Background: an optimization exercise with open tools, aiming at small area and a short achievable clock period. Do not read the settings as production practice. Only simulation tests tie the RTL to the original design; equivalence was not proved. The flow treats the clock pin as an ideal source, which a real chip does not have. Power figures rest on the tool's default switching activity, not on a simulated workload.

## flow/flow/run.sh

```bash
#!/bin/bash
# Own layout flow. It is the standard flow (standard.sh) with two changes:
#  1. After the standard synthesis, the combinational logic is mapped again
#     with ABC using flow/remap.abc. The flip-flops are kept as they are
#     (same instances, names and cells). The new netlist is proved equivalent
#     to the standard one before it is used.
#  2. The input and output ports are buffered with sky130_fd_sc_hd__buf_1
#     instead of the delay buffer that buffer_ports picks by default.
# Each tool's output goes to a log of its own in the work folder.
set -euo pipefail
W=$(pwd)
F=$W/flow
export BUFFER_PORTS_ARGS="-buffer_cell sky130_fd_sc_hd__buf_1"

bash standard.sh synth > 1_synth_standard.log 2>&1

R=$W/orfs/results/$FLOW_PLATFORM/mips_ex/base
L=$W/orfs/logs/$FLOW_PLATFORM/mips_ex/base
LIB=$(ls $FLOW_HOME/platforms/$FLOW_PLATFORM/lib/sky130_fd_sc_hd__tt_025C_1v80.lib)
YOSYS=$(command -v yosys || echo $FLOW_HOME/../tools/install/yosys/bin/yosys)
DU=$(grep -o -- "-dont_use [A-Za-z0-9_]*" $L/1_2_yosys.log | sort -u | tr '\n' ' ')
cp $R/1_2_yosys.v $W/standard_netlist.v

remap_ok=1
$YOSYS -p "
read_liberty -ignore_miss_func $LIB;
read_verilog $W/standard_netlist.v;
hierarchy -top $FLOW_TOP;
blackbox sky130_fd_sc_hd__df* sky130_fd_sc_hd__edf* sky130_fd_sc_hd__sdf* sky130_fd_sc_hd__sedf* sky130_fd_sc_hd__dl*;
flatten;
opt_clean;
abc -liberty $LIB $DU -script $F/remap.abc;
setundef -zero;
splitnets;
opt_clean -purge;
hilomap -singleton -hicell sky130_fd_sc_hd__conb_1 HI -locell sky130_fd_sc_hd__conb_1 LO;
insbuf -buf sky130_fd_sc_hd__buf_4 A X;
stat -liberty $LIB;
write_verilog -noattr -nohex -nodec $W/remapped_netlist.v
" > 1_remap_yosys.log 2>&1 || remap_ok=0

# Prove the remapped netlist equivalent to the standard one (registers
# matched by instance name).
remap_ok=1
$YOSYS -p "
read_liberty -ignore_miss_func $LIB;
read_verilog $W/standard_netlist.v; rename $FLOW_TOP gold;
read_verilog $W/remapped_netlist.v; rename $FLOW_TOP gate;
flatten gold gate; opt_clean;
rename -hide gold/w:_* gate/w:_*;
equiv_make gold gate equiv;
hierarchy -top equiv;
equiv_simple -undef; equiv_induct -undef; equiv_status -assert
" > 1_remap_equiv.log 2>&1 || remap_ok=0

if [[ $remap_ok == 1 ]]; then
  cp $W/remapped_netlist.v $R/1_2_yosys.v
  rm -f $R/1_synth.odb
  bash standard.sh synth > 1_synth_odb.log 2>&1
fi
bash standard.sh floorplan > 2_floorplan.log 2>&1
bash standard.sh place > 3_place.log 2>&1
bash standard.sh cts > 4_cts.log 2>&1
bash standard.sh route > 5_route.log 2>&1
bash standard.sh finish > 6_finish.log 2>&1
```

## flow/flow/remap.abc

```
strash
dc2
dch -f
map
topo
buffer -p
upsize -D 2500
dnsize -D 2500
topo
stime -c
```

## flow/standard.sh

```bash
#!/bin/bash
# synth_recipe.tcl (not shown) runs the flow's synth.tcl, then flattens the netlist and writes it again
# the make line also repeats each setting of config.mk as NAME=value (left out here)
make -C /OpenROAD-flow-scripts/flow DESIGN_CONFIG=/design/flow/config.mk WORK_HOME=/design/flow/orfs CLKGATE_MAP_FILE= SYNTH_SCRIPT=/design/flow/synth_recipe.tcl "${@:-finish}"
```

## flow/config.mk

```make
export PLATFORM = sky130hd
export DESIGN_NAME = mips_ex
export DESIGN_NICKNAME = mips_ex
export VERILOG_FILES = /design/flow/design.v
export SDC_FILE = /design/flow/constraint.sdc
export NUM_CORES = 4
export LEC_CHECK = 0
export CAP_MARGIN = 20
export CORE_MARGIN = 5
export CORE_UTILIZATION = 40
export CTS_BUF_LIST = sky130_fd_sc_hd__clkbuf_8
export SETUP_SLACK_MARGIN = 2.6
export SLEW_MARGIN = 20
```

## flow/constraint.sdc

```tcl
create_clock -name core_clock -period 7.0 [get_ports {clk}]
set_input_delay 1.4000 -clock core_clock [delete_from_list [all_inputs] [get_ports {clk}]]
set_output_delay 1.4000 -clock core_clock [all_outputs]
set_load 0.01 [all_outputs]
```

## flow/design.v

```verilog
module mips_ex (
    input wire clk,
    input wire rst_n,
    input wire [32-1:0] id2ex_rs,
    input wire [32-1:0] id2ex_rt,
    input wire [32-1:0] id2ex_imm,
    input wire [32-1:0] id2ex_pc_incr,
    input wire [0+2-1+1+1-1+1+1-1+1+1-1+1+1-1+1+1-1+1+1-1+1+1-1+1+1-1+1+1-1+1+1-1+1+1-1+1+1-1+1+1-1+1+1-1+1+1-1+1+1-1+1-1:0] id2ex_dec_info,
    input wire [5-1:0] id2ex_rd_idx,
    input wire id2ex_rd_wen,
    output wire ex2mem_mem_read,
    output wire ex2mem_mem_write,
    output wire [32-1:0] ex2mem_mem_addr,
    output wire [32-1:0] ex2mem_mem_wdat,
    output wire [5-1:0] ex2mem_rd_idx,
    output wire [ 32-1:0] ex2mem_rd_wdat,
    output wire ex2mem_rd_wen
);
wire [17:0] di = id2ex_dec_info;
wire alu = di[1:0] == 2'd0;
wire agu = di[1:0] == 2'd1;
wire bjp = di[1:0] == 2'd2;
wire op_add  = di[2] | di[3] | di[4] | di[5];
wire op_sub  = di[4] | di[5] | di[13] | di[14];
wire op_and  = di[6];
wire op_or   = di[7];
wire op_xor  = di[8];
wire op_nor  = di[9];
wire op_sll  = di[10];
wire op_srl  = di[11];
wire op_sra  = di[12];
wire op_slt  = di[13];
wire op_sltu = di[14];
wire op_lui  = di[15];
wire op_any  = |di[15:2];
wire [31:0] a = (alu & di[17]) ? id2ex_pc_incr : id2ex_rs;
wire [31:0] b = (agu | alu & di[16]) ? id2ex_imm : id2ex_rt;
wire        sub = alu & op_sub;
wire [31:0] bb  = b ^ {32{sub}};
wire [31:0] p   = a ^ bb;
wire [31:0] g   = a & bb;
genvar i, l;
wire [32*6-1:0] gk;
wire [32*6-1:0] pk;
assign gk[31:0] = {g[31:1], g[0] | p[0] & sub};
assign pk[31:0] = p;
generate
    for (l = 0; l < 5; l = l + 1) begin : g_lvl
        for (i = 0; i < 32; i = i + 1) begin : g_bit
            if ((i >> l) & 1) begin : g_op
                localparam integer J = ((i >> l) << l) - 1;                assign gk[32*(l+1)+i] = gk[32*l+i] | pk[32*l+i] & gk[32*l+J];
                assign pk[32*(l+1)+i] = pk[32*l+i] & pk[32*l+J];
            end else begin : g_pass
                assign gk[32*(l+1)+i] = gk[32*l+i];
                assign pk[32*(l+1)+i] = pk[32*l+i];
            end
        end
    end
endgenerate
wire [32:0] c    = {gk[32*5+31:32*5], sub};
wire [31:0] sum  = p ^ c[31:0];
wire        cout = c[32];
wire lt = cout ^ (op_slt ? p[31] : 1'b1);
wire [4:0]  sh   = b[4:0];
wire        fill = op_sra & a[31];
wire [63:0] srx  = {{32{fill}}, a} >> sh;
wire [31:0] sr   = srx[31:0];
wire [31:0] sl   = a << sh;
wire [31:0] r_and = g;
wire [31:0] r_or  = p | g;
wire [31:0] r_xor = p;
wire [31:0] r_nor = ~(p | g);
wire sel_sum = ~alu | op_add;
wire sel_and = alu & op_and;
wire sel_or  = alu & op_or;
wire sel_xor = alu & op_xor;
wire sel_nor = alu & op_nor;
wire sel_sl  = alu & op_sll;
wire sel_sr  = alu & (op_srl | op_sra);
wire sel_lt  = alu & (op_slt | op_sltu);
wire sel_lui = alu & op_lui;
wire [31:0] res =
    {32{sel_sum}} & sum |
    {32{sel_and}} & r_and |
    {32{sel_or }} & r_or |
    {32{sel_xor}} & r_xor |
    {32{sel_nor}} & r_nor |
    {32{sel_sl }} & sl |
    {32{sel_sr }} & sr |
    {32{sel_lui}} & b |
    {31'd0, sel_lt & lt};
wire addr_v = agu & (di[2] | di[3]);
wire rd_v   = alu & id2ex_rd_wen & op_any | bjp & (di[5] | di[6]);
reg [31:0] res_n_q;   
reg [31:0] rt_q;
reg        addr_n_q, rd_n_q;   
reg        wdat_v_q;
reg        mem_read_q, mem_write_q, rd_wen_q;
reg [4:0]  rd_idx_q;
always @(posedge clk) begin
    res_n_q <= ~res;
    rt_q  <= id2ex_rt;
end
always @(posedge clk) begin
    if (~rst_n) begin
        addr_n_q    <= 1'b1;
        wdat_v_q    <= 1'b0;
        rd_n_q      <= 1'b1;
        mem_read_q  <= 1'b0;
        mem_write_q <= 1'b0;
        rd_wen_q    <= 1'b0;
        rd_idx_q    <= 5'd0;
    end else begin
        addr_n_q    <= ~addr_v;
        wdat_v_q    <= agu;
        rd_n_q      <= ~rd_v;
        mem_read_q  <= agu & di[2];
        mem_write_q <= agu & di[3];
        rd_wen_q    <= id2ex_rd_wen;
        rd_idx_q    <= id2ex_rd_idx;
    end
end
assign ex2mem_mem_read  = mem_read_q;
assign ex2mem_mem_write = mem_write_q;
assign ex2mem_mem_addr  = ~(res_n_q | {32{addr_n_q}});
assign ex2mem_mem_wdat  = rt_q & {32{wdat_v_q}};
assign ex2mem_rd_idx    = rd_idx_q;
assign ex2mem_rd_wdat   = ~(res_n_q | {32{rd_n_q}});
assign ex2mem_rd_wen    = rd_wen_q;
endmodule  
```

==> results of run 1 <==
==> final cells by class <==
cell class	count	area, um^2
clock inverter	6	71.3
multi-input combinational	1235	6670
inverter	212	807
clock buffer	10	138
sequential	75	1500
timing repair inverter	2	12.5
fill	2308	10400
timing repair buffer	335	1730
tap	280	350
==> final timing paths <==
check,startpoint,endpoint,slack (ns)
worst min-delay path,id2ex_rt[5],rt_q[5]$_DFF_P_,1.13
worst max-delay path,id2ex_dec_info[1],res_n_q[31]$_DFF_P_,2.52
==> per-stage QoR <==
stage,cells,area [um^2],power [W],util (%)
after floorplan,1586,8730,0.00114,-
after global placement,2092,10000,0.00151,46.3
after detailed placement,2092,10000,0.00150,46.3
after CTS,2129,10700,0.00193,49.2
after global routing,2155,11300,0.00215,52.0
final,2155,11300,0.00206,52.0
==> repair_timing <==
| action | in CTS | in global routing |
|---|---|---|
| endpoints found under the setup margin | 32 | 28 |
| resized for setup | 60 | 119 |
| hold buffers | 0 | 0 |
| gates cloned | 6 | 2 |
| buffers inserted | 15 | 23 |
| pin swaps | 7 | 27 |
==> power by group through the flow <==
| stage | combinational (W) | clock, W | sequential, W |
|---|---|---|---|
| final | 0.00114 | 0.000383 | 0.000532 |
| after CTS | 0.00101 | 0.000388 | 0.000533 |
| after detailed placement | 0.000960 | 0 | 0.000542 |
| after global routing | 0.00121 | 0.000400 | 0.000539 |
| after floorplan | 0.000608 | 0 | 0.000531 |
| after global placement | 0.000968 | 0 | 0.000543 |
==> state kept, by name (all words and copies together) (netlist names) <==
| register | count |
|---|---|
| rt_q | 32 |
| rd_wen_q | 1 |
| wdat_v_q | 1 |
| res_n_q | 32 |
| mem_read_q | 1 |
| rd_idx_q | 5 |
| mem_write_q | 1 |
| addr_n_q | 1 |
| rd_n_q | 1 |
==> cells in the final DEF, fill, tap and decap left out, types with 17 or more instances in the layout <==
master,n
sky130_fd_sc_hd__nand2_1,347
sky130_fd_sc_hd__buf_1,253
sky130_fd_sc_hd__nor2_1,239
sky130_fd_sc_hd__inv_1,202
sky130_fd_sc_hd__o21ai_0,152
sky130_fd_sc_hd__dfxtp_1,75
sky130_fd_sc_hd__a21oi_1,67
sky130_fd_sc_hd__buf_4,61
sky130_fd_sc_hd__nand3_1,56
sky130_fd_sc_hd__o211ai_1,26
sky130_fd_sc_hd__xor2_1,25
sky130_fd_sc_hd__o21ai_1,25
sky130_fd_sc_hd__a31oi_1,24
sky130_fd_sc_hd__o22ai_1,22
sky130_fd_sc_hd__nand2_2,21
sky130_fd_sc_hd__a22oi_1,20
sky130_fd_sc_hd__or2_2,18
sky130_fd_sc_hd__nand4_1,17
==> metal layers <==
metal	up-vias	GRT usage [%]
met2	1077	57.6
met1	5903	52.1
met3	188	11.6
met4	0	14.1
met5	-	0
li1	5946	-
==> run notes, run 1 <==
- The final sum of negative setup slack is 0 ns.
- The first-pass GRT wire length is 71.6 mm.
- The smallest clock period supported by the final layout is computed as 4.48 ns.
- The worst setup path is launched from an input port.
- The tightest hold path in the finished design has a slack of 1.13 ns.
- Combinational logic burns 55.5% of the power.
- The dominant cell type by count on the critical path is sky130_fd_sc_hd__nand3_2.
- The die covers 24900 um^2.
- By startpoint and endpoint, the worst setup path is classified as input port to register.
- For the worst setup path, the data required time is 7.30 ns.
- The total count of max-transition violations in the final report is 0.
- After layout, the worst setup slack is 2.52 ns.
- The net switching power of the design is 0.00103 W.
- Summed over all nets, wire length on met3 after detailed routing comes to 7.86 mm.
- The core region is 21700 um^2.
- Internal power comes to 0.00103 W.
- The sort of element at the end of the critical path is a register.
- During I/O placement, the number of pins put on the boundary was 258.
- The uppermost layer routed is met4.
- Synthesis handed over a netlist of 1586 instances.
- The net count after synthesis is 1740.
- The pin count of the biggest net entering global routing is 55.
- Along the worst path, the maximum fanout reaches 16.
- IR analysis of the VDD net gives a maximum drop of 0.0911 mV.
- The HPWL reported at the end of detailed placement is 39.8 mm.
- The detailed router finished its first iteration with 1945 violations.
- Traced cell by cell, the critical path runs through buf_12, o21bai_4, buf_12, nand2_1, nand4_1, a32oi_2, o22ai_4, nand3_4, nand3_2, nand3_2, nand3_2, nand3_2, nand4_1, a21oi_4, a41oi_4, o211ai_1, nand3_1, nand3_2, nand2_2, a21oi_2.
- The cell with the biggest individual delay on the critical path is sky130_fd_sc_hd__a32oi_2.
- The total wirelength of the detailed-routed design is 52.1 mm.
- The number of buffer cells added on primary ports is 257.
- Cells with a size suffix above 1 make up 11.7% of the layout.
- The count of buffering cells on the critical path with inverters included is 2.
- The number of nets at the end of the flow is 2024.
- The floorplan step set the die width to 158 um.
- The DRC violation count after routing is 0.
- In this run the cell area of the synthesized design comes to 8730 um^2.
- Dividing the synthesized area by the synthesized cell count gives 5.51 um^2.
- The root buffer cell chosen for the clock tree is sky130_fd_sc_hd__clkbuf_8.
- Clock-pin slew was measured on the worst setup and hold paths at 0.10 ns.
- The pre-CTS setup slack is 1.25 ns.
- For the pin with the worst max-slew slack, the measured transition is 1.05 ns.
- The routed length on met1 is 20.3 mm.
- The detailed router placed 13100 vias in this run.
- Setup violations remaining at the end of the flow were counted as 0.
- The run finished with no timing, DRC or antenna violations.
- Global routing consumed, over all layers together, 38.4% of the routing resources.
- The hold violation count in the final report came to 0.
- The detailed-router iteration count before antenna repair is 6.
- Once detail routing completed, the nets flagged for antenna violations numbered 0.
- The initial antenna violation count is 2.
- The largest single stage delay on the critical path is 0.38 ns.
- The leftover overflow at the end of global routing is 0.
- The worst max-slew margin expressed relative to the limit is 29.8%.
- The H-tree level count is 3.
- The count of inserted antenna diode cells is 0.
- Detailed routing placed a total of 21.8 mm of wire on met2.
- The portion of the clock cycle consumed by the worst path in the final layout is 64.0%.
- The total stage count of the critical path is 20.
- After detailed routing, the number of vias per cell comes to 6.09.
- The CTS tree is done.
- The leakage power total is 5.09 nW.
- The post-detailed-route wirelength per cell is 24.2 um.
- The peak clock frequency supported by timing is 0.223 GHz.
- Along the worst hold path, the cell count comes to 1.
- Across the run, the number of max-cap violations was 0.
- In this design, the largest share of critical-path delay is due to compound AO/OA/AOI/OAI gates.
- The power density normalized to cell area is 182 nW/um^2.
- For this design, the sink count on the clock tree is 75.
- For this run, the number of Yosys warnings is 1.
- The arrival time of the worst setup path is 4.78 ns.
- The maximum buffer depth of the clock tree is 2.
- The via count of the first global-routing pass is 11400.
- The clock network burns 18.6% of the power.
- The type of the most critical hold path is input port to register.
- The congestion estimate from routability-driven global placement came to 1.08.
- Setup repair after global routing could not meet its margin everywhere.
- In this run, flip-flops and latches consume 25.9% of the power.
- Net switching is 50.1% of the power.
- For this configuration, the core starts out at a cell density of 40.3%.
- The clock buffer count from CTS is 9.
- The die span in y is 158 um.
- The area growth from synthesis to layout is 29.2%.
- The number of rows created at floorplan is 54.
==> run 2: changes to the inputs <==
==> flow/flow/remap.abc (replaced) <==
strash
dc2
dch -f
map
topo
stime -c
--- a/flow/config.mk
+++ b/flow/config.mk
@@ -8,6 +8,6 @@
 export CAP_MARGIN = 20
 export CORE_MARGIN = 5
-export CORE_UTILIZATION = 40
+export CORE_UTILIZATION = 45
 export CTS_BUF_LIST = sky130_fd_sc_hd__clkbuf_8
-export SETUP_SLACK_MARGIN = 2.6
+export SETUP_SLACK_MARGIN = 2.9
 export SLEW_MARGIN = 20
==> run 2 against run 1 <==
Still clean. Clock power up 6.5%. Utilization up 12 points. Non-clock buffer count up 32. Synthesized cell count down 4.3%. Count of clock-buffer cells in the layout down 1. Setup slack better by 0.084 ns. Highest routed layer is now met5.
==> run notes, run 2 <==
- The worst hold path terminates at rt_q[20]$_DFF_P_.
- The origin of the worst min-delay path is id2ex_rt[20].
- Max-cap violations in this run came to 0.
- Per report_power, the sequential group accounts for 24.8% of the total.
- The detailed-router iteration count before antenna repair is 7.
- The post-synthesis instance area is 8410 um^2.
- The number of nets at the end of the flow is 2051.
- Relative to the synthesized area, the layout overhead comes to 40.7%.
- For this run, the number of Yosys warnings is 1.
- The pre-CTS setup slack is 1.31 ns.
- The layout has 1778 filler cells.
- At the pin with the least slew margin, the transition time is 0.965 ns.
- The net count after synthesis is 1672.
- The total count of max-transition violations in the final report is 0.
- The library cell used most frequently in the layout, excluding fill and tap cells, is sky130_fd_sc_hd__nand2_1.
- In this run the worst path has a maximum fanout of 7.
- At the worst endpoint, the arrival time is 4.74 ns.
- The via count of the first global-routing pass is 12300.
- The starting utilization of the core area is 45.3%.
- The clock transition at the registers of the reported paths is 0.09 ns.
- The power density normalized to cell area is 181 nW/um^2.
- Of the cells placed in the final design, the portion with a size suffix greater than 1 is 15.5%.
- The critical path start-end classification is input port to register.
- The routed design has 49.8 mm of wire.
- Global routing used 13.0% of the available met3 tracks.
- The clock network is responsible for 19.1% of the overall power.
- The count of routing violations after the opening detailed-route iteration is 2203.
- The top cell types in the final layout, fill and taps aside, are sky130_fd_sc_hd__nand2_1 (350), sky130_fd_sc_hd__buf_1 (254), sky130_fd_sc_hd__nor2_1 (232), sky130_fd_sc_hd__clkinv_1 (190), sky130_fd_sc_hd__o21ai_0 (139).
- The analysis attributes to cell leakage a power of 4.73 nW.
- In this run the mean area of a mapped cell was 5.54 um^2.
- The number of buffer cells added on primary ports is 257.
- Global routing finished with a remaining overflow of 0.
- The portion of the clock cycle consumed by the worst path in the final layout is 62.8%.
- The floorplan has 50 rows.
- The net switching share of the total power is 48.6%.
- The global routing usage on met1 is 54.9%.
- Measured against its own limit, the worst slew margin works out to 35.0%.
- The clock sink count is 75.
- The flow ran to the end and the layout has no timing, DRC or antenna violations.
- Measured along the x axis, the die boundary spans 147 um.
- The number of stages on the worst hold path is 1.
- The count of boundary I/O pins is 258.
- For met2 alone, demand over resource in global routing was 63.2%.
- The overall power after layout is 0.00214 W.
- Based on the critical path, the design can be clocked at up to 0.228 GHz.
- The DRC violation count after routing is 0.
- The die span in y is 147 um.
- Internal power comes to 0.00110 W.
- The cell count after synthesis is 1518.
- The maximum VDD drop is 0.0980 mV.
- The pin count of the biggest net entering global routing is 56.
- The maximum buffer depth of the clock tree is 2.
- The post-cts hold buffer count is 0.
- The sort of element at the end of the critical path is a register.
- STA puts the critical path data required time at 7.34 ns.
- The floorplan step defined a die boundary enclosing 21500 um^2.
- Dividing the detail-routed via count by the number of cells gives 6.33.
- The core region is 18600 um^2.
- Setup repair after global routing could not meet its margin everywhere.
- The final instance area is 11800 um^2.
- The post-detailed-route wirelength per cell is 23.3 um.
- The logic gate share of total power is 56.1%.
- TritonCTS built the clock tree.
- Across all setup checks in the final design, the least slack found is 2.60 ns.
- The largest registers in the layout are res_n_q: 32 flops, rt_q: 32 flops, rd_idx_q: 5 flops.
- Once placement finished, the instance area stood at 10100 um^2.
- The hold violation count in the final report came to 0.
- In the global route stage, overall resource usage came out at 42.6%.
- The HPWL reported at the end of detailed placement is 35.6 mm.
- The first global-routing pass estimated 70.9 mm of wire.
- The H-tree level count is 3.
- The min-delay analysis places its worst path in the category input port to register.
- The final-report setup violation count is 0.
- The final weighted congestion in routability-driven placement is 1.16.
- The net switching power of the design is 0.00104 W.
- The launching element type of the critical path is an input port.
- The initial antenna violation count is 2.
- The total via count in the routed design is 13500.
- The clock buffer count from CTS is 9.
- Counting I/O delays and the setup requirement, the final critical path takes 4.40 ns.
- For the final routed database, the setup TNS stands at 0 ns.
- The root buffer selected by CTS is sky130_fd_sc_hd__clkbuf_8.
- The layer with the highest usage after global routing is met2.
- The number of antenna-violating nets in the routed design is 0.
## run 2: repair_timing
action,4_1_cts,5_1_grt
pin swaps,26,31
setup endpoints to repair,32,32
buffers inserted,49,20
resized for setup,126,98
gates cloned,5,2
## run 2: worst max-delay path: stages
cell and delay (ns):
sky130_fd_sc_hd__buf_4 0.16, sky130_fd_sc_hd__nor3b_4 0.25, sky130_fd_sc_hd__buf_12 0.19, sky130_fd_sc_hd__buf_4 0.13, sky130_fd_sc_hd__nand2_1 0.05, sky130_fd_sc_hd__o21ai_2 0.13
sky130_fd_sc_hd__clkinv_2 0.12, sky130_fd_sc_hd__nand2_2 0.13, sky130_fd_sc_hd__nand2_1 0.10, sky130_fd_sc_hd__nor2_1 0.14, sky130_fd_sc_hd__nand2_1 0.11, sky130_fd_sc_hd__nor4_2 0.28
sky130_fd_sc_hd__nand4_1 0.24, sky130_fd_sc_hd__a21oi_4 0.22, sky130_fd_sc_hd__buf_12 0.14, sky130_fd_sc_hd__a41oi_4 0.18, sky130_fd_sc_hd__o211ai_1 0.29, sky130_fd_sc_hd__nand3_1 0.14
sky130_fd_sc_hd__nand3_2 0.12, sky130_fd_sc_hd__nand2_2 0.07, sky130_fd_sc_hd__a21oi_2 0.11
## run 2: metal layers
layer	routed length, um	vias to the layer above
met5	9	-
met4	3390	2
met3	7570	291
met2	20200	1141
met1	18600	6070
li1	-	6027
## run 2: layout make-up
type / count / area, um^2 / area share [%]
repair inverters: 1 / 16.3 / 0.137
diodes: 1 / 2.50 / 0.0211
flip-flops and latches: 75 / 1500 / 12.7
clock inverters: 7 / 92.6 / 0.782
clock buffers: 9 / 124 / 1.05
inverters: 212 / 857 / 7.24
repair buffers: 367 / 2150 / 18.2
multi-input cells: 1231 / 6800 / 57.4
well taps: 234 / 293 / 2.47
## run 2: power groups by stage
stage	Clock [W]	Combinational, W	Sequential [W]
floorplan	0	0.000609	0.000532
global placement	0	0.000942	0.000538
detailed placement	0	0.000945	0.000540
CTS	0.000409	0.00106	0.000530
global route	0.000423	0.00127	0.000538
finish	0.000408	0.00120	0.000531
## run 2: worst max-delay path by stage
stage / from / to / cells past startpoint
2_1_floorplan: id2ex_dec_info[1] / res_n_q[30]$_DFF_P_ / 15
4_1_cts: id2ex_dec_info[1] / res_n_q[31]$_DFF_P_ / 23
3_3_place_gp: id2ex_dec_info[0] / res_n_q[31]$_DFF_P_ / 21
5_1_grt: id2ex_dec_info[1] / res_n_q[31]$_DFF_P_ / 24
6_report: id2ex_dec_info[0] / res_n_q[31]$_DFF_P_ / 21
3_5_place_dp: id2ex_dec_info[0] / res_n_q[31]$_DFF_P_ / 21
## run 2: stage by stage
step	hold WS [ns]	cells	utilization, %
2_1_floorplan	1.43	1518	-
3_3_place_gp	1.52	2044	54.3
3_5_place_dp	1.52	2044	54.3
4_1_cts	1.11	2114	60.9
5_1_grt	1.12	2136	63.7
6_report	1.11	2137	63.7
==> run 3: changes to the inputs <==
==> flow/flow/remap.abc (replaced) <==
strash
dc2
dch -f
map
topo
buffer -p
upsize -D 2000
dnsize -D 2000
topo
stime -c
--- a/flow/config.mk
+++ b/flow/config.mk
@@ -10,4 +10,4 @@
 export CORE_UTILIZATION = 45
 export CTS_BUF_LIST = sky130_fd_sc_hd__clkbuf_8
-export SETUP_SLACK_MARGIN = 2.9
+export SETUP_SLACK_MARGIN = 2.7
 export SLEW_MARGIN = 20
==> run 3 against run 2 <==
Still clean on timing, DRC and antenna. Sequential cell count stayed put. Design area shrank 5.3%. Non-clock buffer count shrank 50. Setup slack got worse by 0.085 ns. Count of clock-buffer cells in the layout increased by 1. Utilization fell by 8.0 points. Hold slack better by 0.040 ns. First-iteration DRC count shrank 5.3%. Global-route usage down 2.9 points. Combinational power shrank 5%. Power is 6.8% lower. Cell count decreased by 0.70%. Critical path type unchanged. Largest cell class unchanged. Highest routed layer unchanged.
==> run notes, run 3 <==
- The hold violation count in the final report is 0.
- The internal portion of the total power is 0.000981 W.
- Buffers inserted during clock tree synthesis total 9.
- The critical path start-end classification is input port to register.
- Leaving out fill and tap cells, the most frequent cell in the layout is sky130_fd_sc_hd__nand2_1.
- The final weighted congestion in routability-driven placement is 1.11.
- The root buffer cell chosen for the clock tree is sky130_fd_sc_hd__clkbuf_8.
- The floorplan has 52 rows.
- The total cell area at the placement stage is 10300 um^2.
- Input and output buffers added on the ports amount to 257.
- The clock sink count is 75.
- Setup repair after global routing could not meet its margin everywhere.
- The flow ran to the end and the layout has no timing, DRC or antenna violations.
- For this block, the via count after detailed routing is 13000.
- The count of boundary I/O pins is 258.
- The first detailed-routing pass took 7 iterations.
- The worst max-slew margin expressed relative to the limit is 32.0%.
- The sort of element at the end of the critical path is a register.
- The count of placed standard cells including taps is 2076.
- The count of max-cap constraint violations is 0.
- The die extent in x is 152 um.
- The portion of the clock cycle consumed by the worst path in the final layout is 64.0%.
- Hold repair after CTS inserted 0 buffers.
- The part of the power in the clock network is 16.0%.
- For this block, the initial DRC count from the detailed router was 2087.
- The via count of the first global-routing pass is 11400.
- The actual slew at the worst max-slew pin is 1.02 ns.
- The cell count after synthesis is 1586.
- The first global-routing pass estimated 71.3 mm of wire.
- After routing, the total negative slack on setup checks comes to 0 ns.
- In this run switching power makes up 50.9% of total power.
- In this run the worst path has a maximum fanout of 15.
- Entering global routing, the biggest net connects 55 pins.
- Leaving out fill and tap cells, the most frequent cells in the layout are sky130_fd_sc_hd__nand2_1 (350), sky130_fd_sc_hd__buf_1 (254), sky130_fd_sc_hd__nor2_1 (237), sky130_fd_sc_hd__inv_1 (195), sky130_fd_sc_hd__o21ai_0 (140).
- The peak clock frequency supported by timing is 0.223 GHz.
- The number of nets at the end of the flow is 2001.
- The die span in y is 152 um.
- The number of warning messages in the yosys log is 1.
- Setup violations remaining at the end of the flow were counted as 0.
- The HPWL reported at the end of detailed placement is 39.0 mm.
- Dividing the synthesized area by the synthesized cell count gives 5.74 um^2.
- After floorplanning, the core was sized to cover 20100 um^2.
- In the final layout, the registers with the most flip-flops are res_n_q: 32 flops, rt_q: 32 flops, rd_idx_q: 5 flops.
- The launching instance or port of the critical path is id2ex_dec_info[16].
- The fraction of final layout cells with drive strength greater than 1 is 11.7%.
- The final instance area is 11200 um^2.
- The count of placed standard cells in the final layout, fillers left out is 2122.
- The worst setup path is launched from an input port.
- The count of nets left with antenna violations once routing finished came out at 0.
- The net count after synthesis is 1740.
- The maximum VDD drop is 0.0781 mV.
- The logic gate share of total power is 57.0%.
- The total wirelength of the detailed-routed design is 50.5 mm.
- The initial utilization of the core area, before any placement, comes to 45.3%.
- 0 antenna diodes ended up in the layout.
- The worst path needs 4.48 ns of the cycle, external delays included.
- The origin of the worst min-delay path is id2ex_rt[14].
- In this run the power spent charging and discharging nets is 0.00102 W.
- The min-delay analysis places its worst path in the category input port to register.
- The total count of max-transition violations in the final report is 0.
- The clock transition at the registers of the reported paths is 0.09 ns.
- Relative to the synthesized area, the layout overhead comes to 23.0%.
- At the worst endpoint, the arrival time is 4.79 ns.
- The full die area is 23200 um^2.
- The clock tree synthesis step divided the H-tree into 3 levels.
- The overall power after layout is 0.00200 W.
- In this run the static leakage power is 5.01 nW.
- The detail-routed via count per cell is 6.11.
- Global routing finished with a remaining overflow of 0.
- The post-detailed-route wirelength per cell is 23.8 um.
- The CTS tree is done.
- The clock passes through at most 2 buffers.
- The share of power burned in registers is 27.0%.
- The initial antenna violation count is 1.
- For this run, the total global-route usage over all layers was measured as 39.7%.
- The required time of the critical path is 7.31 ns.
- After detailed routing, the number of remaining DRC violations is 0.
- The mapped netlist covers 9110 um^2.
- The power density normalized to cell area is 178 nW/um^2.
## run 3: layer usage
layer | up-vias | share of wire, % | track usage (%)
met5 | - | 0.036 | 0
met4 | 2 | 5.3 | 15.4
met3 | 180 | 15 | 12.8
met2 | 1064 | 41 | 58.7
met1 | 5830 | 38 | 53.6
li1 | 5879 | - | -
## run 3: critical path, cell delays in order
cell                        delay (ns)
sky130_fd_sc_hd__clkbuf_2         0.16
sky130_fd_sc_hd__o21bai_4         0.19
sky130_fd_sc_hd__buf_4            0.14
sky130_fd_sc_hd__buf_4            0.15
sky130_fd_sc_hd__bufbuf_16        0.31
sky130_fd_sc_hd__nand2_1          0.06
sky130_fd_sc_hd__nand2_1          0.12
sky130_fd_sc_hd__xor2_1           0.44
sky130_fd_sc_hd__inv_1            0.09
sky130_fd_sc_hd__nor2_1           0.50
sky130_fd_sc_hd__nor2_1           0.17
sky130_fd_sc_hd__a221oi_1         0.26
sky130_fd_sc_hd__o21ai_0          0.24
sky130_fd_sc_hd__a21oi_1          0.21
sky130_fd_sc_hd__o211ai_1         0.19
sky130_fd_sc_hd__a21oi_1          0.16
## run 3: final timing paths
kind / end / cells after the start
worst max-delay path: res_n_q[28]$_DFF_P_ / 16
worst min-delay path: rt_q[14]$_DFF_P_ / 1
## run 3: layout make-up
cell class | instances | area (um^2)
fillers | 2156 | 8900
multi-input cells | 1231 | 6780
repair buffers | 317 | 1580
flip-flops and latches | 75 | 1500
inverters | 212 | 815
well taps | 270 | 338
clock buffers | 10 | 138
clock inverters | 6 | 41.3
repair inverters | 1 | 7.51
## run 3: power by group through the flow
stage | clock network (W) | logic (W) | registers [W]
after floorplan | 0 | 0.000649 | 0.000531
after global placement | 0 | 0.000991 | 0.000546
after detailed placement | 0 | 0.000990 | 0.000547
after CTS | 0.000324 | 0.00102 | 0.000538
after global routing | 0.000339 | 0.00121 | 0.000544
final | 0.000319 | 0.00114 | 0.000539
## run 3: stage by stage
stage	hold WS (ns)	worst slack, ns	util, %
CTS	1.14	2.70	52.9
finish	1.15	2.52	55.7
global route	1.15	2.58	55.7
detailed placement	1.53	1.53	51.1
floorplan	1.43	3.22	-
global placement	1.52	1.58	51.1
## run 3: repair_timing
action | in CTS | in global routing
pin swaps | 4 | 22
gates resized for setup | 29 | 104
endpoints found under the setup margin | 32 | 31
endpoints found under the hold margin | 0 | 0
buffers inserted | 11 | 14
cloned | 2 | 3
==> run 4: changes to the inputs <==
==> flow/flow/remap.abc (replaced) <==
strash
dc2
dch -f
map
topo
stime -c
--- a/flow/config.mk
+++ b/flow/config.mk
@@ -8,6 +8,6 @@
 export CAP_MARGIN = 20
 export CORE_MARGIN = 5
-export CORE_UTILIZATION = 45
+export CORE_UTILIZATION = 40
 export CTS_BUF_LIST = sky130_fd_sc_hd__clkbuf_8
-export SETUP_SLACK_MARGIN = 2.7
+export SETUP_SLACK_MARGIN = 2.8
 export SLEW_MARGIN = 20
==> run 4 against run 3 <==
Fmax increased by 4.8%. Design area grew 5.2%. Synthesized cell count fell by 4.3%. Setup slack improved by 0.20 ns. Wire length decreased by 0.53%. Power grew 7.7%. Highest routed layer unchanged. Die area up 3.6%. Sequential power is 1% lower.
==> run notes, run 4 <==
- The minimum clock period is 4.28 ns.
- For this configuration, the core starts out at a cell density of 40.3%.
- The type of the most critical hold path is input port to register.
- The count of routing violations after the opening detailed-route iteration is 1856.
- For this design the ratio of total power to cell area is 183 nW/um^2.
- The die is 155 um wide.
- The initial antenna violation count is 1.
- The total count of max-transition violations in the final report is 0.
- The post-detailed-route wirelength per cell is 23.2 um.
- Timing would allow up to 0.234 GHz.
- The detail route stage leaves a number of antenna-violating nets equal to 0.
- Setup slack on the critical path of the routed design comes to 2.72 ns.
- Setup repair after global routing could not meet its margin everywhere.
- The clock tree synthesis step divided the H-tree into 3 levels.
- The first global-routing pass estimated 70.8 mm of wire.
- The count of max-cap constraint violations is 0.
- Global routing used 38.4% of the available tracks across all layers.
- The leftover overflow at the end of global routing is 0.
- The worst setup path is captured at a register.
- The count of filler cells inserted in the layout is 2229.
- The maximum buffer depth of the clock tree is 2.
- After detailed routing, the total wire length is 50.2 mm.
- The core region area is 20900 um^2.
- After clock tree synthesis, the clock-pin slew on the worst setup and hold paths is 0.10 ns.
- The critical path goes through buf_1, nor3b_4, buf_12, buf_4, o21ai_0, nand3_2, nand3_2, nand3_2, nand3_4, nand3_4, nand3_4, nand4_1, a21oi_2, buf_6, a41oi_4, o211ai_1, nand3_1, nand3_2, nand2_2, a21oi_2.
- The number of rows created at floorplan is 53.
- The maximum VDD drop is 0.114 mV.
- The floorplan step defined a die boundary enclosing 24000 um^2.
- The post-synthesis average cell area is 5.54 um^2.
- The number of nets handed over by synthesis was 1672.
- For the pin with the worst max-slew slack, the measured transition is 1.17 ns.
- Setup violations remaining at the end of the flow were counted as 0.
- From bottom edge to top edge, the die measures 155 um.
- In this run the clock root is driven by a sky130_fd_sc_hd__clkbuf_8.
- The pin count of the biggest net entering global routing is 66.
- The final sum of negative setup slack is 0 ns.
- Headroom to the max-slew limit came out at 21.4%.
- The area growth from synthesis to layout is 40.1%.
- The portion of the clock cycle consumed by the worst path in the final layout is 61.1%.
- The number of buffer cells added on primary ports is 257.
- The via count of the first global-routing pass was 11700.
- The detailed-router iteration count before antenna repair is 6.
- After detailed routing, the number of vias per cell comes to 6.05.
- Together, buffers and inverters on the worst path number 4.
- The arrival time of the worst setup path is 4.58 ns.
- The largest incremental delay on the critical path is 0.48 ns.
- The CTS tree is done.
- The library cell used most frequently in the layout, excluding fill and tap cells, is sky130_fd_sc_hd__nand2_1.
- In the layout the commonest cells are sky130_fd_sc_hd__nand2_1 (346), sky130_fd_sc_hd__buf_1 (254), sky130_fd_sc_hd__nor2_1 (234), sky130_fd_sc_hd__clkinv_1 (192), sky130_fd_sc_hd__o21ai_0 (143).
- The run finished with no timing, DRC or antenna violations.
- The count of boundary I/O pins is 258.
- The worst setup path is of the input port to register kind.
- For this run, design rule violations remaining after detail routing come to 0.
- The count of inserted antenna diode cells is 0.
- The HPWL reported at the end of detailed placement is 36.7 mm.
- STA classifies the critical path startpoint as an input port.
- Clock tree synthesis found a total of 75 sinks.
- The cell count after synthesis is 1518.
- The fraction of final layout cells with drive strength greater than 1 is 14.5%.
- The hold violation count in the final report is 0.
- The peak fanout along the critical path is 6.
- OpenSTA, run right after detailed placement, puts the worst setup slack at 1.08 ns.
- The dominant delay contributor by cell family on the critical path is simple AND/OR/NAND/NOR gates.
- The total via count in the routed design is 13100.
- The post-synthesis instance area is 8410 um^2.
- The number of warning messages in the yosys log is 1.
- The cell with the biggest individual delay on the critical path is sky130_fd_sc_hd__o21ai_0.
- The required time of the critical path is 7.31 ns.
- The largest registers in the layout are res_n_q: 32 flops, rt_q: 32 flops, rd_idx_q: 5 flops.
- At the end of the flow, the number of nets in the layout was 2041.
- The clock buffer count from CTS is 9.
- Routability-driven placement finished with a final weighted congestion of 1.13.
- The most numerous cell type found on the critical path is sky130_fd_sc_hd__nand3_2.
- Summed over all cells, the static leakage comes to 4.65 nW.
run 4: stage by stage:
step	util, %	cell area (um^2)	hold slack [ns]	power, W	std cells
finish	56.4	11800	1.14	0.00215	2167
CTS	52.5	11000	1.13	0.00201	2127
global route	56.4	11800	1.13	0.00226	2167
floorplan	-	8570	1.43	0.00114	1518
detailed placement	48.5	10100	1.52	0.00150	2084
global placement	48.5	10100	1.52	0.00150	2084
run 4: power by group:
group	switching (W)	total (W)	internal (W)	leakage, nW
clock network	0.000197	0.000435	0.000237	0.125
registers	0.0000377	0.000532	0.000494	0.629
logic	0.000791	0.00118	0.000394	3.89
run 4: path summary, 6_finish.rpt:
| path | from | to | slack [ns] | depth (start not counted) |
|---|---|---|---|---|
| max | id2ex_dec_info[17] | res_n_q[31]$_DFF_P_ | 2.72 | 20 |
| min | id2ex_rt[6] | rt_q[6]$_DFF_P_ | 1.14 | 1 |
run 4: timing repair:
item | CTS | global route
gates resized for setup | 89 | 129
gates cloned | 3 | 5
endpoints found under the setup margin | 32 | 31
hold buffers | 0 | 0
pin swaps | 15 | 38
setup buffers | 24 | 35
endpoints found under the hold margin | 0 | 0
run 4: cell type report:
class / count / area, um^2 / share of cell area [%]
Clock inverter: 7 / 116 / 0.987
Timing Repair Buffer: 354 / 1970 / 16.7
Multi-Input combinational cell: 1232 / 6800 / 57.7
Tap cell: 275 / 344 / 2.92
Sequential cell: 75 / 1500 / 12.7
Inverter: 212 / 891 / 7.56
Clock buffer: 9 / 124 / 1.05
Timing Repair inverter: 3 / 36.3 / 0.308
run 4: routing by layer:
metal	GRT usage [%]	vias to the layer above	wire (um)
met2	58.0	964	21500
met3	8.73	162	6490
met1	52.2	5988	19800
met5	0	-	13
li1	-	5993	-
met4	17.1	2	2480
==> run 5: changes to the inputs <==
==> flow/flow/remap.abc (replaced) <==
strash
dc2
dch -f
map
topo
buffer -p
upsize -D 2000
dnsize -D 2000
topo
stime -c
--- a/flow/config.mk
+++ b/flow/config.mk
@@ -10,4 +10,5 @@
 export CORE_UTILIZATION = 40
 export CTS_BUF_LIST = sky130_fd_sc_hd__clkbuf_8
+export PLACE_DENSITY = 0.7
 export SETUP_SLACK_MARGIN = 2.8
 export SLEW_MARGIN = 20
==> run 5 against run 4 <==
Utilization down 4.7 points. Still clean on timing, DRC and antenna. Combinational power about the same. Via count down 1.6%. Sequential power about the same. Highest routed layer is now met4. Largest cell class unchanged.
==> run notes, run 5 <==
- The final-report setup violation count is 0.
- The net count after synthesis is 1740.
- The starting utilization of the core area is 40.5%.
- The portion of the clock cycle consumed by the worst path in the final layout is 61.4%.
- After clock tree synthesis, the clock-pin slew on the worst setup and hold paths is 0.08 ns.
- The pin count of the biggest net entering global routing is 55.
- The initial antenna violation count is 0.
- The count of boundary I/O pins is 258.
- The combined global-route utilization of all metal layers is 37.3%.
- After floorplanning, the core was sized to cover 22500 um^2.
- The total count of max-transition violations in the final report came to 0.
- Clock tree synthesis selected as its root buffer the cell sky130_fd_sc_hd__clkbuf_8.
- Summed over all nets, the half-perimeter wirelength after detailed placement is 40.2 mm.
- The DRC violation count after routing is 0.
- In this run the most critical hold path is launched from id2ex_rt[9].
- In this run the tool buffered the top-level ports with 257 buffer cells.
- The peak fanout along the critical path is 7.
- The detailed-router iteration count before antenna repair is 9.
- The count of routing violations after the opening detailed-route iteration is 1853.
- The mapped netlist covers 9110 um^2.
- The CTS tree is done.
- A synthesized cell averages 5.74 um^2.
- The worst setup path is of the input port to register kind.
- The largest registers in the layout are res_n_q: 32 flops, rt_q: 32 flops, rd_idx_q: 5 flops.
- Prior to clock tree synthesis, the placed netlist has a worst setup slack of 1.33 ns.
- The final weighted congestion in routability-driven placement is 1.11.
- The hold violation count in the final report came to 0.
- The smallest clock period supported by the final layout is computed as 4.30 ns.
- The type of the most critical hold path is input port to register.
- The area growth from synthesis to layout is 27.8%.
- The total cell area at the placement stage is 10300 um^2.
- The number of stages on the worst hold path is 1.
- The most frequent standard cell in the layout excluding fill and tap cells is sky130_fd_sc_hd__nand2_1.
- Of the cells placed in the final design, the portion with a size suffix greater than 1 is 14.1%.
- The arrival time of the worst setup path is 4.54 ns.
- The number of rows created at floorplan is 55.
- The count of inserted antenna diode cells is 0.
- The total via count in the routed design is 12900.
- The number of antenna-violating nets in the routed design is 0.
- The library cells used most frequently in the layout, excluding fill and tap cells, are sky130_fd_sc_hd__nand2_1 (346), sky130_fd_sc_hd__buf_1 (254), sky130_fd_sc_hd__nor2_1 (232), sky130_fd_sc_hd__inv_1 (195), sky130_fd_sc_hd__o21ai_0 (133).
- The leakage power total is 5.20 nW.
- The end point of the worst hold path is rt_q[9]$_DFF_P_.
- In this run the power density over the cells is 180 nW/um^2.
- Setup repair after global routing could not meet its margin everywhere.
- The H-tree level count is 3.
- STA classifies the critical path endpoint as a register.
- The die is 161 um wide.
- The maximum VDD drop is 0.0774 mV.
- At the worst endpoint, the required time is 7.24 ns.
- The run finished with no timing, DRC or antenna violations.
- In the final routed layout, each cell accounts on average for 23.9 um.
- The longest clock path from root to sink contains 2 buffers.
- The number of warning messages in the yosys log is 1.
- After global routing the overflow that remains totals 0.
- Clock tree synthesis inserted a total of 9 buffers.
- The via count of the first global-routing pass is 11600.
- The post-route worst setup slack is 2.70 ns.
- The count of max-cap constraint violations is 0.
- Timing would allow up to 0.233 GHz.
- The final instance area is 11600 um^2.
- The launching element type of the critical path is an input port.
- Measured along the y axis, the die boundary spans 161 um.
- At the pin with the least slew margin, the transition time is 1.02 ns.
- The cell count after synthesis is 1586.
- Summed over all layers, the routed wires come to 51.6 mm.
- The worst pin sits at a relative slew slack of 31.9%.
- The detail-routed via count per cell is 5.98.
- The floorplan step defined a die boundary enclosing 25900 um^2.
- Adding up every negative setup slack in the final design gives 0 ns.
- The first global-routing pass estimated 73.5 mm of wire.
- The number of nets at the end of the flow is 2022.
- The clock drives 75 sinks.
run 5: critical path, cell delays in order:
cell	delay (ns)
sky130_fd_sc_hd__buf_1	0.15
sky130_fd_sc_hd__nor3b_4	0.33
sky130_fd_sc_hd__buf_6	0.16
sky130_fd_sc_hd__buf_8	0.12
sky130_fd_sc_hd__o2111ai_4	0.16
sky130_fd_sc_hd__a32oi_2	0.26
sky130_fd_sc_hd__o22ai_2	0.15
sky130_fd_sc_hd__nand3_2	0.14
sky130_fd_sc_hd__nand3_2	0.09
sky130_fd_sc_hd__nand3_2	0.08
sky130_fd_sc_hd__nand3_2	0.11
sky130_fd_sc_hd__nand3_4	0.13
sky130_fd_sc_hd__nand4_4	0.13
sky130_fd_sc_hd__a21oi_4	0.30
sky130_fd_sc_hd__nand4_1	0.19
sky130_fd_sc_hd__a21oi_2	0.22
sky130_fd_sc_hd__o22ai_2	0.11
sky130_fd_sc_hd__a31oi_2	0.23
sky130_fd_sc_hd__a221oi_2	0.09
run 5: metal layers:
layer	track usage [%]	up-vias	part of all wire (%)	wire [um]
met2	56.5	991	42	21600
met5	0	-	0	0
met4	14.5	0	4.6	2390
met3	10.2	145	14	7110
li1	-	5920	-	-
met1	50.4	5846	40	20400
run 5: repair_timing:
item | 4_1_cts | 5_1_grt
hold buffers | 0 | 0
pin swaps | 18 | 34
setup endpoints to repair | 32 | 32
setup buffers | 19 | 23
gates cloned | 3 | 1
resized for setup | 91 | 97
run 5: cell type report:
type / count / area [um^2]
fill: 2422 / 10900
multi-input combinational: 1231 / 6930
timing repair buffer: 339 / 1820
sequential: 75 / 1500
inverter: 212 / 821
tap: 285 / 357
clock buffer: 9 / 124
clock inverter: 7 / 86.3
run 5: power by group:
group	switching [W]	internal [W]
registers	0.0000375	0.000494
logic	0.000804	0.000378
clock network	0.000188	0.000197
run 5: worst max path at each step:
stage | cells past startpoint | slack [ns] | from | endpoint
3_3_place_gp | 13 | 1.42 | id2ex_dec_info[0] | res_n_q[14]$_DFF_P_
2_1_floorplan | 17 | 3.22 | id2ex_dec_info[1] | res_n_q[30]$_DFF_P_
4_1_cts | 18 | 2.78 | id2ex_dec_info[1] | res_n_q[31]$_DFF_P_
5_1_grt | 19 | 2.55 | id2ex_dec_info[17] | res_n_q[27]$_DFF_P_
6_report | 19 | 2.70 | id2ex_dec_info[17] | res_n_q[30]$_DFF_P_
3_5_place_dp | 20 | 1.33 | id2ex_dec_info[0] | res_n_q[31]$_DFF_P_
run 5: through the flow:
stage / hold slack (ns) / std cells / power, W / util (%)
3_5_place_dp: 1.53 / 2096 / 0.00154 / 46.0
6_report: 1.13 / 2158 / 0.00210 / 51.8
2_1_floorplan: 1.43 / 1586 / 0.00118 / -
5_1_grt: 1.13 / 2158 / 0.00220 / 51.8
4_1_cts: 1.13 / 2134 / 0.00199 / 49.5
3_3_place_gp: 1.52 / 2096 / 0.00154 / 46.0
==> run 6: changes to the inputs <==
--- a/flow/config.mk
+++ b/flow/config.mk
@@ -10,5 +10,4 @@
 export CORE_UTILIZATION = 40
 export CTS_BUF_LIST = sky130_fd_sc_hd__clkbuf_8
-export PLACE_DENSITY = 0.7
-export SETUP_SLACK_MARGIN = 2.8
+export SETUP_SLACK_MARGIN = 2.95
 export SLEW_MARGIN = 20
==> run 6 against run 5 <==
Clock power rose by 2%. Largest cell class unchanged. Synthesized cell count did not move. Cell count up 0.60%. Still clean. Sequential power is essentially flat.
==> run notes, run 6 <==
- Derived from the worst setup path, the maximum achievable clock frequency is 0.239 GHz.
- The tightest min-delay check is of the input port to register type.
- In this run the vertical extent of the chip is 161 um.
- The hold violation count in the final report was 0.
- Dividing the detail-routed via count by the number of cells gives 6.11.
- Routability-driven placement finished with a final weighted congestion of 1.14.
- The number of stages on the worst hold path is 1.
- The global routing met3 resource utilization is 10.7%.
- Counting every net in the synthesized netlist gives 1740.
- For this design the top-level I/O count stands at 258.
- The cell with the biggest individual delay on the critical path is sky130_fd_sc_hd__o21ai_1.
- Clock tree synthesis inserted a total of 9 buffers.
- The die covers 25900 um^2.
- Grouping stages by cell kind, the critical path spends the most delay in simple AND/OR/NAND/NOR gates.
- The most frequent standard cell in the layout excluding fill and tap cells is sky130_fd_sc_hd__nand2_1.
- The final instance area is 12000 um^2.
- The share of power burned in registers is 24.6%.
- The worst pin sits at a relative slew slack of 34.9%.
- TritonCTS built the clock tree.
- For this run, the total global-route usage over all layers was measured as 38.0%.
- The floorplan step defined a core boundary enclosing 22500 um^2.
- The maximum buffer depth of the clock tree is 2.
- The worst hold path begins at id2ex_rt[3].
- In this run the core area contains 55 standard-cell rows.
- The leakage power total is 5.33 nW.
- The run finished with no timing, DRC or antenna violations.
- The tree is rooted in a sky130_fd_sc_hd__clkbuf_8.
- The HPWL reported at the end of detailed placement is 40.1 mm.
- The DRC violation count after routing is 0.
- The leftover overflow at the end of global routing is 0.
- The H-tree level count is 3.
- The pin count of the biggest net entering global routing is 66.
- The tool flagged a number of max-cap violations equal to 0.
- In the global route stage, met1 resource usage came out at 52.5%.
- Setup repair after global routing could not meet its margin everywhere.
- The minimum clock period is 4.19 ns.
- The logic gate share of total power is 57.3%.
- The cell count after synthesis is 1586.
- The most numerous cell type found on the critical path is sky130_fd_sc_hd__nand3_4.
- Global routing consumed, on the met2 layer, 55.0% of the routing resources.
- The number of buffer cells added on primary ports is 257.
- The layer with the highest usage after global routing is met2.
- The number of nets at the end of the flow is 2033.
- Buffers inserted to repair hold after CTS numbered 0.
- The post-detailed-route wirelength per cell is 24.3 um.
- Compared with the post-synthesis result, the final layout area differs by 31.5%.
- The fraction of final layout cells with drive strength greater than 1 is 15.6%.
- The final-report setup violation count is 0.
- The library cells used most frequently in the layout, excluding fill and tap cells, are sky130_fd_sc_hd__nand2_1 (340), sky130_fd_sc_hd__buf_1 (252), sky130_fd_sc_hd__nor2_1 (232), sky130_fd_sc_hd__inv_1 (196), sky130_fd_sc_hd__o21ai_0 (129).
- In this run the remaining antenna-violating nets after routing total 0.
- The critical path goes through buf_2, nor3b_4, buf_6, buf_12, o21ai_1, inv_1, nand2_2, nand3_4, nand3_4, nand3_4, nand3_4, nand4_4, a21oi_4, buf_4, a31oi_4, nor2_4, nor2_1, a2111oi_2.
- The required time of the critical path is 7.29 ns.
- The part of the power in the clock network is 18.1%.
- After detailed routing, the total wire length is 52.8 mm.
- The post-synthesis average cell area is 5.74 um^2.
- The clock sink count is 75.
- The first global-routing pass estimated 74.7 mm of wire.
- The count of buffering cells on the critical path with inverters included is 5.
- The arrival time of the worst setup path is 4.48 ns.
- The number of warning messages in the yosys log is 1.
- The path with the worst hold slack has its endpoint at rt_q[3]$_DFF_P_.
- The worst-case IR drop observed on VDD is 0.0804 mV.
- The clock transition at the registers of the reported paths is 0.10 ns.
- The largest registers in the layout are res_n_q: 32 flops, rt_q: 32 flops, rd_idx_q: 5 flops.
- The worst setup path is launched from an input port.
- Dividing total power by cell area gives a power density of 180 nW/um^2.
- The actual slew at the worst max-slew pin is 0.961 ns.
- Before antenna repair, the detailed router went through 8 iterations.
- In this design, the stage delay of the slowest critical-path cell is 0.43 ns.
- The worst setup path is captured at a register.
- The initial utilization of the core area, before any placement, comes to 40.5%.
- The design internal power is 0.00110 W.
- The routed layout has 13300 vias.
- The setup path with the least slack is of type input port to register.
- In the finished design, the share of the clock period the worst path needs comes to 59.9%.
- The first routing iteration left 2026 violations.
- The final sum of negative setup slack is 0 ns.
- The net switching share of the total power is 49.1%.
- The initial antenna violation count came to 4.
- In this run the cell area of the synthesized design comes to 9110 um^2.
- The via count of the first global-routing pass was 11600.
- The total count of max-transition violations in the final report is 0.
- Of all nets on the critical path, the largest fanout is 14.
- The die extent in x is 161 um.
- The overall power after layout is 0.00216 W.
- For this design the total switching power over the nets is 0.00106 W.
- The total cell area at the placement stage is 10300 um^2.
run 6: final cells by class:
type	count	area [um^2]
Inverter	212	815
Timing Repair Buffer	348	1990
Fill cell	2354	10500
Tap cell	285	357
Multi-Input combinational cell	1232	7090
Clock buffer	9	124
Sequential cell	75	1500
Clock inverter	7	92.6
Antenna cell	2	5.00
Timing Repair inverter	1	7.51
run 6: worst max-delay path by stage:
stage	to	depth (start not counted)	slack [ns]	startpoint
final	res_n_q[19]$_DFF_P_	18	2.81	id2ex_dec_info[17]
after global routing	res_n_q[31]$_DFF_P_	20	2.74	id2ex_dec_info[17]
after CTS	res_n_q[19]$_DFF_P_	15	2.85	id2ex_dec_info[0]
after detailed placement	res_n_q[19]$_DFF_P_	16	1.12	id2ex_dec_info[0]
after global placement	res_n_q[26]$_DFF_P_	16	1.26	id2ex_dec_info[0]
after floorplan	res_n_q[30]$_DFF_P_	17	3.22	id2ex_dec_info[1]
run 6: power by group through the flow:
stage / clock, W / sequential, W / combinational [W]
detailed placement: 0 / 0.000541 / 0.000995
global route: 0.000412 / 0.000540 / 0.00131
global placement: 0 / 0.000539 / 0.00100
floorplan: 0 / 0.000531 / 0.000649
CTS: 0.000392 / 0.000531 / 0.00109
finish: 0.000392 / 0.000531 / 0.00124
run 6: metal layers:
| metal | part of all wire, % | vias to the layer above |
|---|---|---|
| met5 | 0.027 | - |
| met4 | 6.0 | 2 |
| met1 | 40 | 6041 |
| li1 | - | 5966 |
| met3 | 14 | 228 |
| met2 | 40 | 1034 |
run 6: timing repair:
action                     4_1_cts  5_1_grt
gates cloned                     7        2
pin swaps                       12       44
setup buffers                   25       23
setup endpoints to repair       32       32
gates resized for setup        117      112
run 6: per-stage QoR:
stage / hold slack (ns) / setup slack, ns / cells / util, %
after detailed placement: 1.52 / 1.12 / 2095 / 45.9
after global placement: 1.52 / 1.26 / 2095 / 45.9
after floorplan: 1.43 / 3.22 / 1586 / -
after global routing: 1.13 / 2.74 / 2169 / 53.2
final: 1.14 / 2.81 / 2171 / 53.3
after CTS: 1.13 / 2.85 / 2143 / 50.3
==> run 7: changes to the inputs <==
--- a/flow/config.mk
+++ b/flow/config.mk
@@ -10,4 +10,4 @@
 export CORE_UTILIZATION = 40
 export CTS_BUF_LIST = sky130_fd_sc_hd__clkbuf_8
-export SETUP_SLACK_MARGIN = 2.95
+export SETUP_SLACK_MARGIN = 2.8
 export SLEW_MARGIN = 20
==> run 7 against run 6 <==
Sequential cell count unchanged. Die area did not move. Design area is 2.0% lower. Global-route usage decreased by 0.23 points. Cell count fell by 0.60%. First-iteration DRC count down 1.5%. Critical path type unchanged. Power down 2.1%. Combinational power shrank 3%. Wire length down 0.78%. Sequential power is essentially flat.
==> run notes, run 7 <==
- For the pin with the worst max-slew slack, the measured transition is 0.969 ns.
- The maximum VDD drop is 0.0786 mV.
- The total count of max-transition violations in the final report is 0.
- The count of nets left with antenna violations once routing finished came out at 0.
- Relative to the synthesized area, the layout overhead comes to 29.0%.
- Among all stages on the critical path, the largest delay is contributed by sky130_fd_sc_hd__nand2_1.
- The dominant delay contributor by cell family on the critical path is simple AND/OR/NAND/NOR gates.
- The fraction of final layout cells with drive strength greater than 1 is 14.1%.
- The number of warning messages in the yosys log is 1.
- The worst max-slew margin expressed relative to the limit is 34.7%.
- The root buffer selected by CTS is sky130_fd_sc_hd__clkbuf_8.
- Summing every instance area after synthesis gives 9110 um^2.
- Once placement finished, the instance area stood at 10300 um^2.
- TritonCTS built the clock tree.
- In this design, the stage delay of the slowest critical-path cell is 0.28 ns.
- The sort of element at the end of the critical path is a register.
- The final critical path takes up 60.2% of the cycle.
- The net switching power of the design is 0.00104 W.
- The run finished with no timing, DRC or antenna violations.
- The count of buffering cells on the critical path with inverters included is 3.
- The share of total power dissipated in the clock network is 18.4%.
- The detailed router finished its first iteration with 1996 violations.
- The number of nets at the end of the flow is 2020.
- The clock transition at the registers of the reported paths is 0.10 ns.
- The cell count after synthesis is 1586.
- For the final routed database, the setup TNS stands at 0 ns.
- The initialized floorplan defines 55 standard-cell rows.
- The initial utilization of the core area, before any placement, comes to 40.5%.
- The type of the most critical hold path is input port to register.
- The number of nets handed over by synthesis was 1740.
- The clock drives 75 sinks.
- The maximum buffer depth of the clock tree is 2.
- In the final routed layout, each cell accounts on average for 24.3 um.
- Leaving out fill and tap cells, the most frequent cell in the layout is sky130_fd_sc_hd__nand2_1.
- Based on the critical path, the design can be clocked at up to 0.237 GHz.
- Combinational cells account for 56.5% of the total power.
- The leakage power total is 5.24 nW.
- The peak fanout along the critical path is 7.
- The worst path needs 4.21 ns of the cycle, external delays included.
- 258 I/O pins were placed.
- Traced cell by cell, the critical path runs through buf_2, nor3b_4, buf_6, inv_2, nand2_1, nand2_2, nand2_2, nand2_1, nor2_1, nand2_2, nor4_4, nand4_4, a21oi_4, a41oi_4, a21oi_2, o21ai_1, a311oi_2.
- The pin count of the biggest net entering global routing is 66.
- The first-pass GRT wire length is 74.4 mm.
- The final layout contains routed wiring with a total length of 52.4 mm.
- The internal power of the cells totals 0.00108 W.
- For this design the ratio of total power to cell area is 180 nW/um^2.
- The share of power burned in registers is 25.1%.
- In the routed design, unresolved DRC markers number 0.
- The total via count in the routed design is 13200.
- The clock buffer count from CTS is 9.
- In the layout the commonest cells are sky130_fd_sc_hd__nand2_1 (343), sky130_fd_sc_hd__buf_1 (252), sky130_fd_sc_hd__nor2_1 (234), sky130_fd_sc_hd__inv_1 (197), sky130_fd_sc_hd__o21ai_0 (143).
- The average instance in the mapped netlist occupies 5.74 um^2.
- The hold violation count in the final report is 0.
- In this run the horizontal extent of the chip is 161 um.
- The core region area is 22500 um^2.
- The dominant cell type by count on the critical path is sky130_fd_sc_hd__nand2_2.
- The largest registers in the layout are res_n_q: 32 flops, rt_q: 32 flops, rd_idx_q: 5 flops.
- The arrival time of the worst setup path is 4.52 ns.
- The final-report setup violation count is 0.
- The net switching share of the total power is 49.1%.
- Using the TritonRoute via totals, the vias-per-cell ratio works out to 6.10.
- The worst setup path is launched from an input port.
- The combined global-route utilization of all metal layers is 37.8%.
- CTS built an H-tree with a depth of 3.
- The via count of the first global-routing pass is 11600.
- Global routing finished with a remaining overflow of 0.
- The full die area is 25900 um^2.
- The final weighted congestion in routability-driven placement is 1.14.
- After layout, the worst setup slack is 2.79 ns.
- After routing the design area is 11800 um^2.
- The initial antenna violation count came to 3.
- OpenSTA, run right after detailed placement, puts the worst setup slack at 1.12 ns.
- The first TritonRoute pass finished after 8 iterations.
- Setup repair after global routing could not meet its margin everywhere.
- The number of buffer cells added on primary ports is 257.
- From bottom edge to top edge, the die measures 161 um.
- The critical path start-end classification is input port to register.
- The count of max-cap constraint violations is 0.
- Detailed placement finished with a half-perimeter wire length of 40.1 mm.
- The required time of the critical path is 7.30 ns.
- Counting the fill cells in the layout gives 2373.
[run 7: stage by stage]
step | utilization [%] | hold WS [ns] | cells | total power [W]
3_3_place_gp | 45.9 | 1.52 | 2095 | 0.00154
2_1_floorplan | - | 1.43 | 1586 | 0.00118
6_report | 52.2 | 1.13 | 2158 | 0.00212
4_1_cts | 49.8 | 1.13 | 2136 | 0.00200
3_5_place_dp | 45.9 | 1.52 | 2095 | 0.00154
5_1_grt | 52.2 | 1.13 | 2156 | 0.00222
[run 7: layout make-up]
cell class	instances	area (um^2)	share of cell area (%)
diodes	2	5.00	0.0426
clock buffers	9	124	1.05
clock inverters	7	92.6	0.788
inverters	212	816	6.94
multi-input cells	1232	6990	59.5
flip-flops and latches	75	1500	12.8
well taps	285	357	3.03
repair buffers	335	1860	15.8
repair inverters	1	7.51	0.0639
[run 7: worst paths after layout]
check	startpoint	endpoint	slack, ns	cells past startpoint
worst min-delay path	id2ex_rt[3]	rt_q[3]$_DFF_P_	1.13	1
worst max-delay path	id2ex_dec_info[17]	res_n_q[26]$_DFF_P_	2.79	17
[run 7: per-layer routing]
layer / global-route usage (%) / part of all wire [%] / vias up
li1: - / - / 5931
met1: 52.0 / 40 / 5949
met2: 55.3 / 40 / 1071
met3: 10.8 / 15 / 216
met4: 15.8 / 5.7 / 2
met5: 0 / 0.027 / -
[run 7: timing repair]
item                                    4_1_cts  5_1_grt
buffers inserted                             18       18
endpoints found under the setup margin       32       32
hold buffers                                  0        0
cloned                                        7        1
resized for setup                            96       89
pin swaps                                    14       32
[run 7: power groups by stage]
stage	logic [W]	clock network [W]	registers, W
2_1_floorplan	0.000649	0	0.000531
6_report	0.00120	0.000390	0.000531
3_5_place_dp	0.000995	0	0.000541
3_3_place_gp	0.00100	0	0.000539
4_1_cts	0.00108	0.000392	0.000531
5_1_grt	0.00126	0.000412	0.000540
==> run 8: changes to the inputs <==
==> flow/flow/remap.abc (replaced) <==
strash
dc2
dch -f
map
topo
buffer -p
upsize -D 1500
dnsize -D 1500
topo
stime -c
==> run 8 against run 7 <==
Combinational power about the same. First-iteration DRC count stayed put. Global-route usage stayed put. Synthesized cell count is the same. Critical endpoint unchanged. Largest cell class unchanged. Highest routed layer unchanged. Synthesized area unchanged. Still clean. Count of clock-buffer cells in the layout stayed put.
==> run notes, run 8 <==
- The run finished with no timing, DRC or antenna violations.
- The power density normalized to cell area is 180 nW/um^2.
- The finished cells cover 11800 um^2.
- The sort of element at the end of the critical path is a register.
- The required time of the critical path is 7.30 ns.
- From bottom edge to top edge, the die measures 161 um.
- Global routing finished with a remaining overflow of 0.
- The DRC violation count after routing is 0.
- The initial antenna violation count is 3.
- Among the stages of the critical path, the cell type that occurs most often is sky130_fd_sc_hd__nand2_2.
- The design internal power is 0.00108 W.
- The portion of the clock cycle consumed by the worst path in the final layout is 60.2%.
- Across all layers, the routed design uses 13200 vias.
- Leaving out fill and tap cells, the most frequent cell in the layout is sky130_fd_sc_hd__nand2_1.
- The share of total power dissipated in combinational logic is 56.5%.
- The final weighted congestion in routability-driven placement is 1.14.
- At the worst endpoint, the arrival time is 4.52 ns.
- The clock sink count is 75.
- The critical path start-end classification is input port to register.
- The final sum of negative setup slack is 0 ns.
- The number of rows created at floorplan is 55.
- The maximum VDD drop is 0.0786 mV.
- In the final layout, the registers with the most flip-flops are res_n_q: 32 flops, rt_q: 32 flops, rd_idx_q: 5 flops.
- The actual slew at the worst max-slew pin is 0.969 ns.
- The number of antenna-violating nets in the routed design is 0.
- Buffers placed on the I/O ports in this run total 257.
- The launching instance or port of the critical path is id2ex_dec_info[17].
- The share of power burned in registers is 25.1%.
- Net switching is 49.1% of the power.
- Dividing the detail-routed wire length by the instance count gives 24.3 um.
- The peak fanout along the critical path is 7.
- STA classifies the critical path startpoint as an input port.
- Pin placement for this block handled 258 I/O pins.
- The total wirelength of the detailed-routed design is 52.4 mm.
- The peak clock frequency supported by timing is 0.237 GHz.
- In this run the cell area of the synthesized design comes to 9110 um^2.
- Setup repair after global routing could not meet its margin everywhere.
- The total count of max-transition violations in the final report was 0.
- The cell count after synthesis is 1586.
- The clock buffer count from CTS is 9.
- For this run, the number of Yosys warnings is 1.
- The floorplan step defined a core boundary enclosing 22500 um^2.
- The root buffer selected by CTS is sky130_fd_sc_hd__clkbuf_8.
- Measured against its own limit, the worst slew margin works out to 34.7%.
- The count of buffering cells on the critical path with inverters included is 3.
- The startpoint identified for the worst hold timing path is id2ex_rt[3].
- After legalization and detailed placement, the total HPWL measured 40.1 mm.
- The CTS tree is done.
- The first global-routing pass estimated 74.4 mm of wire.
- The hold violation count in the final report is 0.
- The detailed-router iteration count before antenna repair is 8.
- The die extent in x is 161 um.
- The count of max-cap constraint violations is 0.
- Entering global routing, the biggest net connects 66 pins.
- For this block, the initial DRC count from the detailed router was 1996.
- In the final design database the tool counted 2020 nets.
- The net switching power of the design is 0.00104 W.
- Once placement finished, the instance area stood at 10300 um^2.
- Summed over all cells, the static leakage comes to 5.24 nW.
- On the critical path the largest part of the delay comes from simple AND/OR/NAND/NOR gates.
- The largest incremental delay on the critical path is 0.28 ns.
- The starting utilization of the core area is 40.5%.
- The critical path goes through buf_2, nor3b_4, buf_6, inv_2, nand2_1, nand2_2, nand2_2, nand2_1, nor2_1, nand2_2, nor4_4, nand4_4, a21oi_4, a41oi_4, a21oi_2, o21ai_1, a311oi_2.
- The H-tree was split into 3 levels.
- The type of the most critical hold path is input port to register.
- Among all stages on the critical path, the largest delay is contributed by sky130_fd_sc_hd__nand2_1.
- The post-synthesis average cell area is 5.74 um^2.
- The via count of the first global-routing pass is 11600.
- The clock transition at the registers of the reported paths is 0.10 ns.
- The library cells used most frequently in the layout, excluding fill and tap cells, are sky130_fd_sc_hd__nand2_1 (343), sky130_fd_sc_hd__buf_1 (252), sky130_fd_sc_hd__nor2_1 (234), sky130_fd_sc_hd__inv_1 (197), sky130_fd_sc_hd__o21ai_0 (143).
- The combined global-route utilization of all metal layers is 37.8%.
-- run 8: path summary, 6_finish.rpt --
check,to,slack [ns],depth (start not counted)
worst max-delay path,res_n_q[26]$_DFF_P_,2.79,17
worst min-delay path,rt_q[3]$_DFF_P_,1.13,1
-- run 8: repair_timing --
item	in CTS	in global routing
gates cloned	7	1
gates resized for setup	96	89
setup buffers	18	18
hold buffers	0	0
pin swaps	14	32
setup endpoints to repair	32	32
-- run 8: power groups by stage --
stage	Combinational (W)	Sequential (W)	Clock, W
floorplan	0.000649	0.000531	0
CTS	0.00108	0.000531	0.000392
global placement	0.00100	0.000539	0
detailed placement	0.000995	0.000541	0
finish	0.00120	0.000531	0.000390
global route	0.00126	0.000540	0.000412
-- run 8: per-layer routing --
| metal | track usage, % | up-vias | share of wire [%] |
|---|---|---|---|
| li1 | - | 5931 | - |
| met1 | 52.0 | 5949 | 40 |
| met2 | 55.3 | 1071 | 40 |
| met3 | 10.8 | 216 | 15 |
| met4 | 15.8 | 2 | 5.7 |
| met5 | 0 | - | 0.027 |
-- run 8: area by class of cell --
class | count | area [um^2]
antenna | 2 | 5.00
clock buffer | 9 | 124
clock inverter | 7 | 92.6
fill | 2373 | 10800
inverter | 212 | 816
multi-input combinational | 1232 | 6990
sequential | 75 | 1500
tap | 285 | 357
timing repair buffer | 335 | 1860
timing repair inverter | 1 | 7.51
-- run 8: stage by stage --
stage          utilization (%)  power [W]  cells  worst slack [ns]  hold WS [ns]
5_1_grt                   52.2    0.00222   2156              2.71          1.13
4_1_cts                   49.8    0.00200   2136              2.78          1.13
3_3_place_gp              45.9    0.00154   2095              1.26          1.52
6_report                  52.2    0.00212   2158              2.79          1.13
3_5_place_dp              45.9    0.00154   2095              1.12          1.52
2_1_floorplan                -    0.00118   1586              3.22          1.43
